Context: an optimization exercise on an open-source flow, tuned for small area and a short achievable clock period. The choices shown serve that exercise and are no tape-out recipe.
Where RTL was checked, it was by simulation tests only, not by an equivalence proof against the original.

## main
==> module vector_alu, before the edit <==
module vector_alu (
    input  logic        clk,
    input  logic        rst_n,
    input  logic [15:0] in_data,
    input  logic        in_valid,
    output logic        in_ready,
    output logic [15:0] y,
    output logic [9:0]  y_lo,
    output logic        y_neg,
    output logic        y_valid,
    input  logic        enable_bn
);
    localparam logic [1:0] IDLE = 2'd0, LOAD_PARAMS = 2'd1, PROCESS = 2'd2, FINISH = 2'd3;
    logic [1:0]  current_state, next_state;
    logic [3:0]  load_count;
    logic        params_loaded;
    logic [15:0] bn_gamma, bn_beta, w4;
    logic [31:0] bn_g;      
    logic [31:0] bn_m;      
    logic        loading, take;
    logic        processing_valid;
    assign loading  = (current_state == LOAD_PARAMS);
    assign take     = (current_state == PROCESS) && in_valid;
    assign in_ready = (current_state != FINISH);
    always_comb begin
        next_state = current_state;
        case (current_state)
            IDLE:        if (in_valid) next_state = LOAD_PARAMS;
            LOAD_PARAMS: if (params_loaded) next_state = PROCESS;
            PROCESS:     if (!in_valid) next_state = FINISH;
            default: begin
                if (in_valid) next_state = PROCESS;
                else if (!y_valid) next_state = IDLE;
            end
        endcase
    end
    logic cnt3, take_w0, take_w4, op_g, op_m;
    assign cnt3    = loading && (load_count == 4'd3);
    assign take_w0 = loading && in_valid && (load_count == 4'd4);
    assign take_w4 = loading && in_valid && (load_count == 4'd8);
    always_ff @(posedge clk or negedge rst_n) begin
        if (!rst_n) begin
            current_state    <= IDLE;
            load_count       <= '0;
            params_loaded    <= 1'b0;
            w4               <= '0;
            processing_valid <= 1'b0;
            y_valid          <= 1'b0;
            op_g             <= 1'b0;
            op_m             <= 1'b0;
        end else begin
            current_state <= next_state;
            if (loading && in_valid && load_count != 4'd9)
                load_count <= load_count + 4'd1;
            if (take_w4)
                w4 <= in_data;
            if (load_count[3])
                params_loaded <= 1'b1;
            if (next_state == IDLE) begin
                load_count    <= '0;
                params_loaded <= 1'b0;
            end
            processing_valid <= take;
            y_valid          <= processing_valid;
            op_g             <= cnt3 || take_w4;
            op_m             <= take_w0;
        end
    end
    always_ff @(posedge clk) begin
        if (loading && in_valid) begin
            if (load_count == 4'd2) bn_gamma   <= in_data;
            if (load_count == 4'd3) bn_beta    <= in_data;
        end
    end
    logic [16:0] xs;
    logic [18:0] xe;
    logic [8:0]  b_one, b_two, b_neg;
    logic [31:0] bb_q, mt, prod, p_q;
    logic        bn_q, bn2_q;
    always_comb begin
        if (cnt3)         xs = {w4[15], w4};
        else if (take_w0) xs = {1'b0, bn_m[15:0]};
        else              xs = {in_data[15], in_data};
    end
    assign xe = {xs[16], xs, 1'b0};
    always_ff @(posedge clk) begin
        for (int j = 0; j < 9; j++) begin
            b_one[j] <= xe[2*j+1] ^ xe[2*j];
            b_two[j] <= (xe[2*j+2] & ~xe[2*j+1] & ~xe[2*j]) | (~xe[2*j+2] & xe[2*j+1] & xe[2*j]);
            b_neg[j] <= xe[2*j+2];
        end
        if (cnt3 || take_w0 || take_w4) bb_q <= {16'd0, bn_gamma};
        else if (enable_bn)             bb_q <= op_g ? prod : bn_g;
        else                            bb_q <= {{16{w4[15]}}, w4};
        bn_q <= take && enable_bn;
    end
    logic [31:0] rows [9];
    logic [31:0] negs;
    always_comb begin
        negs = '0;
        for (int j = 0; j < 9; j++) begin
            rows[j] = '0;
            for (int k = 2 * j; k < 32; k++)
                rows[j][k] = ((b_one[j] & bb_q[k-2*j]) | (b_two[j] & ((k > 2 * j) ? bb_q[(k-2*j+31)%32] : 1'b0))) ^ b_neg[j];
            negs[2*j] = b_neg[j];
        end
    end
    logic [31:0] bt;
    assign mt   = bn_q ? bn_m : 32'd0;
    assign bt   = bn_q ? {8'd0, bn_beta, 8'd0} : 32'd0;
    assign prod = rows[0] + rows[1] + rows[2] + rows[3] + rows[4] + rows[5] + rows[6]
                + rows[7] + rows[8] + negs - mt + bt;
    always_ff @(posedge clk) begin
        if (op_g) bn_g <= prod;
        if (op_m) bn_m <= prod;
        else if (loading && in_valid && load_count == 4'd0) bn_m[15:0] <= in_data;
        p_q   <= prod;
        bn2_q <= bn_q;
    end
    logic        bn_sat, conv_ovf;
    assign bn_sat   = (|p_q[31:23]) | (p_q[23:8] < bn_beta);
    assign conv_ovf = ~((&p_q[31:15]) | ~(|p_q[31:15]));
    assign y_lo  = bn2_q ? p_q[17:8] : p_q[9:0];
    assign y_neg = !bn2_q && p_q[31];
    always_comb begin
        if (bn2_q)
            y = bn_sat ? 16'h7fff : {1'b0, p_q[22:8]};
        else if (conv_ovf)
            y = p_q[31] ? 16'h8000 : 16'h7fff;
        else
            y = p_q[15:0];
    end
endmodule
==> flow/config.mk <==
export PLATFORM = sky130hd
export DESIGN_NAME = conv_bn_act
export DESIGN_NICKNAME = conv_bn_act
export VERILOG_FILES = /design/flow/design.v
export SDC_FILE = /design/flow/constraint.sdc
export NUM_CORES = 4
export LEC_CHECK = 0
export CAP_MARGIN = 20
export CORE_MARGIN = 2
export CORE_UTILIZATION = 40
export SLEW_MARGIN = 20
==> flow/constraint.sdc <==
create_clock -name core_clock -period 18.0 [get_ports {clk}]
set_input_delay 3.6000 -clock core_clock [delete_from_list [all_inputs] [get_ports {clk}]]
set_output_delay 3.6000 -clock core_clock [all_outputs]
set_load 0.01 [all_outputs]
standard.sh (not shown) runs the stock make flow with config.mk's settings and CLKGATE_MAP_FILE= SYNTH_SCRIPT=/design/flow/synth_recipe.tcl, a recipe that flattens the netlist after the stock synthesis.
==> flow/flow/run.sh <==
#!/bin/bash
# Standard synthesis, then inverters around full adders folded into the adders'
# polarity (flow/invfold.py), then the standard layout from floorplan on, with
# timing repair aiming at a setup slack of SETUP_SLACK_MARGIN.
set -euo pipefail
export SETUP_SLACK_MARGIN=11.8
here=$(pwd)
bash standard.sh synth > "$here/synth.log" 2>&1
R=orfs/results/${FLOW_PLATFORM}/conv_bn_act/base
cp "$R/1_2_yosys.v" "$here/1_2_yosys.std.v"
python3 flow/invfold.py "$here/1_2_yosys.std.v" "$R/1_2_yosys.v" > "$here/invfold.log" 2>&1
rm -f "$R/1_synth.odb" "$R/1_synth.sdc"
bash standard.sh > "$here/layout.log" 2>&1
Other scripts of this flow, unchanged in this note and not shown: flow/flow/invfold.py
Changes in the feature branch relative to main:
--- a/flow/design.v
+++ b/flow/design.v
@@ -110,13 +110,13 @@
     assign bt   = bn_q ? {8'd0, bn_beta, 8'd0} : 32'd0;
     assign prod = rows[0] + rows[1] + rows[2] + rows[3] + rows[4] + rows[5] + rows[6]
                 + rows[7] + rows[8] + negs - mt + bt;
     always_ff @(posedge clk) begin
         if (op_g) bn_g <= prod;
         if (op_m) bn_m <= prod;
-        else if (loading && in_valid && load_count == 4'd0) bn_m[15:0] <= in_data;
+        else if (loading && in_valid && load_count == 4'd0) bn_m <= {16'd0, in_data};
         p_q   <= prod;
         bn2_q <= bn_q;
     end
     logic        bn_sat, conv_ovf;
     assign bn_sat   = (|p_q[31:23]) | (p_q[23:8] < bn_beta);
     assign conv_ovf = ~((&p_q[31:15]) | ~(|p_q[31:15]));
==> comparison <==
Diff main -> the feature branch: final instance area lower; synthesis-to-finish area growth moved down.
Summary of the feature branch over main: proportion of cell area occupied by registers ~0 delta, detailed-route wire length went down by 1.7%.

---

Another version of the RTL of conv_bn_act (not shown whole).
Size in the first run: about 24,000 sq um of cells after synthesis.
==> module activation_unit, before the edit <==
module activation_unit (
    input  logic        clk,
    input  logic        rst_n,
    input  logic [15:0] in_data,
    input  logic [9:0]  in_lo,       
    input  logic        in_neg,      
    input  logic        in_valid,
    output logic [15:0] out_data,
    output logic        out_valid,
    input  logic        use_relu
);
    logic signed [15:0] y;
    assign y = $signed(in_data);
    logic n, mid, hi;
    assign n   = y[15];
    assign mid = (y >= -16'sd767) && (y <= 16'sd768);
    assign hi  = (y >= 16'sd769) && (y <= 16'sd31999);
    logic [9:0]  a;
    logic        m;
    logic [20:0] sq, s;
    assign a = in_lo;
    assign m = in_neg;
    logic [9:0][20:0] sqrow;
    for (genvar i = 0; i < 10; i++) begin : g_sq
        assign sqrow[i] = ({20'd0, a[i]} << (2 * i)) | ((a[i] ? {11'd0, a >> (i + 1)} : 21'd0) << (2 * i + 2));
    end
    assign sq = sqrow[0] + sqrow[1] + sqrow[2] + sqrow[3] + sqrow[4]
              + sqrow[5] + sqrow[6] + sqrow[7] + sqrow[8] + sqrow[9];
    assign s = sq + ({11'd0, a} << 9) + ({11'd0, a} << 8)
             - (m ? ({11'd0, a} << 11) : 21'd0) + {1'b0, m, 19'd0};
    logic [15:0] q_hi;
    assign q_hi = in_data - ((y >= 16'sd21846) ? 16'd21846 : (y >= 16'sd10923) ? 16'd10923 : 16'd0);
    logic [11:0] w;
    assign w = s[20:9];
    localparam logic [12:0] EVEN = 13'b0_0101_0101_0101;
    logic [12:0] t0a, t0b, t1a, t1b, t2a, t2b;
    assign t0a = {1'b0, w} & EVEN;
    assign t0b = {1'b0, w} & ~EVEN;
    assign t1a = (~t0b & ~t0a & (t0a >> 1)) | (t0a & ~(t0b >> 1) & ~(t0a >> 1)) | (t0b & (t0b >> 1));
    assign t1b = (~t0b & ~t0a & (t0b >> 1)) | (t0b & ~(t0b >> 1) & ~(t0a >> 1)) | (t0a & (t0a >> 1));
    assign t2a = (~t1b & ~t1a & (t1a >> 2)) | (t1a & ~(t1b >> 2) & ~(t1a >> 2)) | (t1b & (t1b >> 2));
    assign t2b = (~t1b & ~t1a & (t1b >> 2)) | (t1b & ~(t1b >> 2) & ~(t1a >> 2)) | (t1a & (t1a >> 2));
    logic [11:1] t2a_q, t2b_q;      
    logic [9:0]  w_q;
    logic [15:0] v_q;
    logic        msel_q, n_q;
    always_ff @(posedge clk) begin
        t2a_q  <= t2a[11:1];
        t2b_q  <= t2b[11:1];
        w_q    <= w[9:0];
        n_q    <= m;
        msel_q <= !use_relu && mid;
        v_q    <= use_relu ? (n ? 16'd0 : in_data) : (hi ? q_hi : 16'd0);
    end
    always_ff @(posedge clk or negedge rst_n) begin
        if (!rst_n) out_valid <= 1'b0;
        else        out_valid <= in_valid;
    end
    logic [12:0] t3a, t3b, t4a, t4b;
    logic [9:0]  d3;
    logic [12:0] t2ar, t2br;
    assign t2ar = {1'b0, t2a_q, 1'b0};
    assign t2br = {1'b0, t2b_q, 1'b0};
    assign t3a = (~t2br & ~t2ar & (t2ar >> 4)) | (t2ar & ~(t2br >> 4) & ~(t2ar >> 4)) | (t2br & (t2br >> 4));
    assign t3b = (~t2br & ~t2ar & (t2br >> 4)) | (t2br & ~(t2br >> 4) & ~(t2ar >> 4)) | (t2ar & (t2ar >> 4));
    assign t4a = (~t3b & ~t3a & (t3a >> 8)) | (t3a & ~(t3b >> 8) & ~(t3a >> 8)) | (t3b & (t3b >> 8));
    assign t4b = (~t3b & ~t3a & (t3b >> 8)) | (t3b & ~(t3b >> 8) & ~(t3a >> 8)) | (t3a & (t3a >> 8));
    for (genvar i = 0; i < 10; i++) begin : g_d3
        if (i % 2) begin : g_even      
            assign d3[i] = t4b[i+1] | (t4a[i+1] & w_q[i]);
        end else begin : g_odd
            assign d3[i] = t4a[i+1] | (t4b[i+1] & w_q[i]);
        end
    end
    assign out_data = msel_q ? {n_q ? 6'h0a : 6'h00, n_q ? 2'b10 : d3[9:8], d3[7:0]} : v_q;
endmodule
==> flow/config.mk <==
export PLATFORM = sky130hd
export DESIGN_NAME = conv_bn_act
export DESIGN_NICKNAME = conv_bn_act
export VERILOG_FILES = /design/flow/design.v
export SDC_FILE = /design/flow/constraint.sdc
export NUM_CORES = 4
export LEC_CHECK = 0
export CAP_MARGIN = 20
export CORE_MARGIN = 2
export CORE_UTILIZATION = 40
export SLEW_MARGIN = 20
==> flow/constraint.sdc <==
create_clock -name core_clock -period 18.0 [get_ports {clk}]
set_input_delay 3.6000 -clock core_clock [delete_from_list [all_inputs] [get_ports {clk}]]
set_output_delay 3.6000 -clock core_clock [all_outputs]
set_load 0.01 [all_outputs]
Scripts as last shown in full above: flow/flow/run.sh
Other scripts of this flow, unchanged in this note and not shown: flow/flow/invfold.py
==> next run, changes <==
--- a/flow/design.v
+++ b/flow/design.v
@@ -169,14 +169,17 @@
     logic [11:0] w;
     assign w = s[20:9];
     localparam logic [12:0] EVEN = 13'b0_0101_0101_0101;
     logic [12:0] t0a, t0b, t1a, t1b, t2a, t2b;
+    function automatic logic [25:0] add3v(input logic [12:0] p0, input logic [12:0] p1,
+                                          input logic [12:0] q0, input logic [12:0] q1);
+        add3v[12:0]  = (~p1 & ~p0 & q0) | (p0 & ~q1 & ~q0) | (p1 & q1);
+        add3v[25:13] = (~p1 & ~p0 & q1) | (p1 & ~q1 & ~q0) | (p0 & q0);
+    endfunction
     assign t0a = {1'b0, w} & EVEN;
     assign t0b = {1'b0, w} & ~EVEN;
-    assign t1a = (~t0b & ~t0a & (t0a >> 1)) | (t0a & ~(t0b >> 1) & ~(t0a >> 1)) | (t0b & (t0b >> 1));
-    assign t1b = (~t0b & ~t0a & (t0b >> 1)) | (t0b & ~(t0b >> 1) & ~(t0a >> 1)) | (t0a & (t0a >> 1));
-    assign t2a = (~t1b & ~t1a & (t1a >> 2)) | (t1a & ~(t1b >> 2) & ~(t1a >> 2)) | (t1b & (t1b >> 2));
-    assign t2b = (~t1b & ~t1a & (t1b >> 2)) | (t1b & ~(t1b >> 2) & ~(t1a >> 2)) | (t1a & (t1a >> 2));
+    assign {t1b, t1a} = add3v(t0a, t0b, t0a >> 1, t0b >> 1);
+    assign {t2b, t2a} = add3v(t1a, t1b, t1a >> 2, t1b >> 2);
     logic [11:1] t2a_q, t2b_q;      
     logic [9:0]  w_q;
     logic [15:0] v_q;
     logic        msel_q, n_q;
@@ -191,24 +194,18 @@
     always_ff @(posedge clk or negedge rst_n) begin
         if (!rst_n) out_valid <= 1'b0;
         else        out_valid <= in_valid;
     end
-    logic [12:0] t3a, t3b, t4a, t4b;
+    logic [12:0] t3a, t3b, t4a, t4b, r0, r1;
     logic [9:0]  d3;
     logic [12:0] t2ar, t2br;
     assign t2ar = {1'b0, t2a_q, 1'b0};
     assign t2br = {1'b0, t2b_q, 1'b0};
-    assign t3a = (~t2br & ~t2ar & (t2ar >> 4)) | (t2ar & ~(t2br >> 4) & ~(t2ar >> 4)) | (t2br & (t2br >> 4));
-    assign t3b = (~t2br & ~t2ar & (t2br >> 4)) | (t2br & ~(t2br >> 4) & ~(t2ar >> 4)) | (t2ar & (t2ar >> 4));
-    assign t4a = (~t3b & ~t3a & (t3a >> 8)) | (t3a & ~(t3b >> 8) & ~(t3a >> 8)) | (t3b & (t3b >> 8));
-    assign t4b = (~t3b & ~t3a & (t3b >> 8)) | (t3b & ~(t3b >> 8) & ~(t3a >> 8)) | (t3a & (t3a >> 8));
-    for (genvar i = 0; i < 10; i++) begin : g_d3
-        if (i % 2) begin : g_even      
-            assign d3[i] = t4b[i+1] | (t4a[i+1] & w_q[i]);
-        end else begin : g_odd
-            assign d3[i] = t4a[i+1] | (t4b[i+1] & w_q[i]);
-        end
-    end
+    assign {t3b, t3a} = add3v(t2ar, t2br, t2ar >> 4, t2br >> 4);
+    assign {t4b, t4a} = add3v(t3a, t3b, t3a >> 8, t3b >> 8);
+    assign r0 = (t4a & EVEN) | (t4b & ~EVEN);
+    assign r1 = (t4b & EVEN) | (t4a & ~EVEN);
+    assign d3 = r1[10:1] | (r0[10:1] & w_q);
     assign out_data = msel_q ? {n_q ? 6'h0a : 6'h00, n_q ? 2'b10 : d3[9:8], d3[7:0]} : v_q;
 endmodule
 module conv_bn_act #(
     parameter DATA_WIDTH = 16
The changed run passed the timing, design-rule and antenna checks.
Final cell count came out higher by 1.1%.
Cell area came out higher by 3.7%.
Setup slack loses 160 ps.
Clock-buffer cell count came out higher by 1.
Utilization came out higher by 1.6 points.
Die area stays flat.
Wire length came out higher by 4.5%.
Hold slack loses 27 ps.
No functional check of the RTL was part of the second run of this note.

## port drivers added, routing unchanged
How much do the figures lean on ideal ports? The routed layouts below were timed once more, with nothing changed but the port constraints.
Step 1, drivers: a clkbuf_16 drives clk and a buf_2 each remaining input, both assumed.
Step 2 adds t to the input delays and takes it off the output delays; t is the mean of the earliest and latest rising clock arrival at the registers after step 1. Input paths then give back, and output paths get back, about the clock's delay inside the block.
a / b / c = ideal ports / drivers / drivers and shift; a / b = the first two.
run	t (ns)	setup slack, ns	cell pins on the clock port's net
main	0.669	11.921 / 11.896 / 11.573	1
the feature branch	0.643	11.932 / 11.871 / 11.797	1
the first run of note 2	0.647	11.929 / 11.869 / 11.520	1
the second run of note 2	0.638	11.773 / 11.773 / 11.708	1
After both steps setup and hold are still met in every run listed. For the first run of note 2, which loses most, drivers alone change the setup slack by -0.060 ns; drivers and shift together by -0.409 ns.
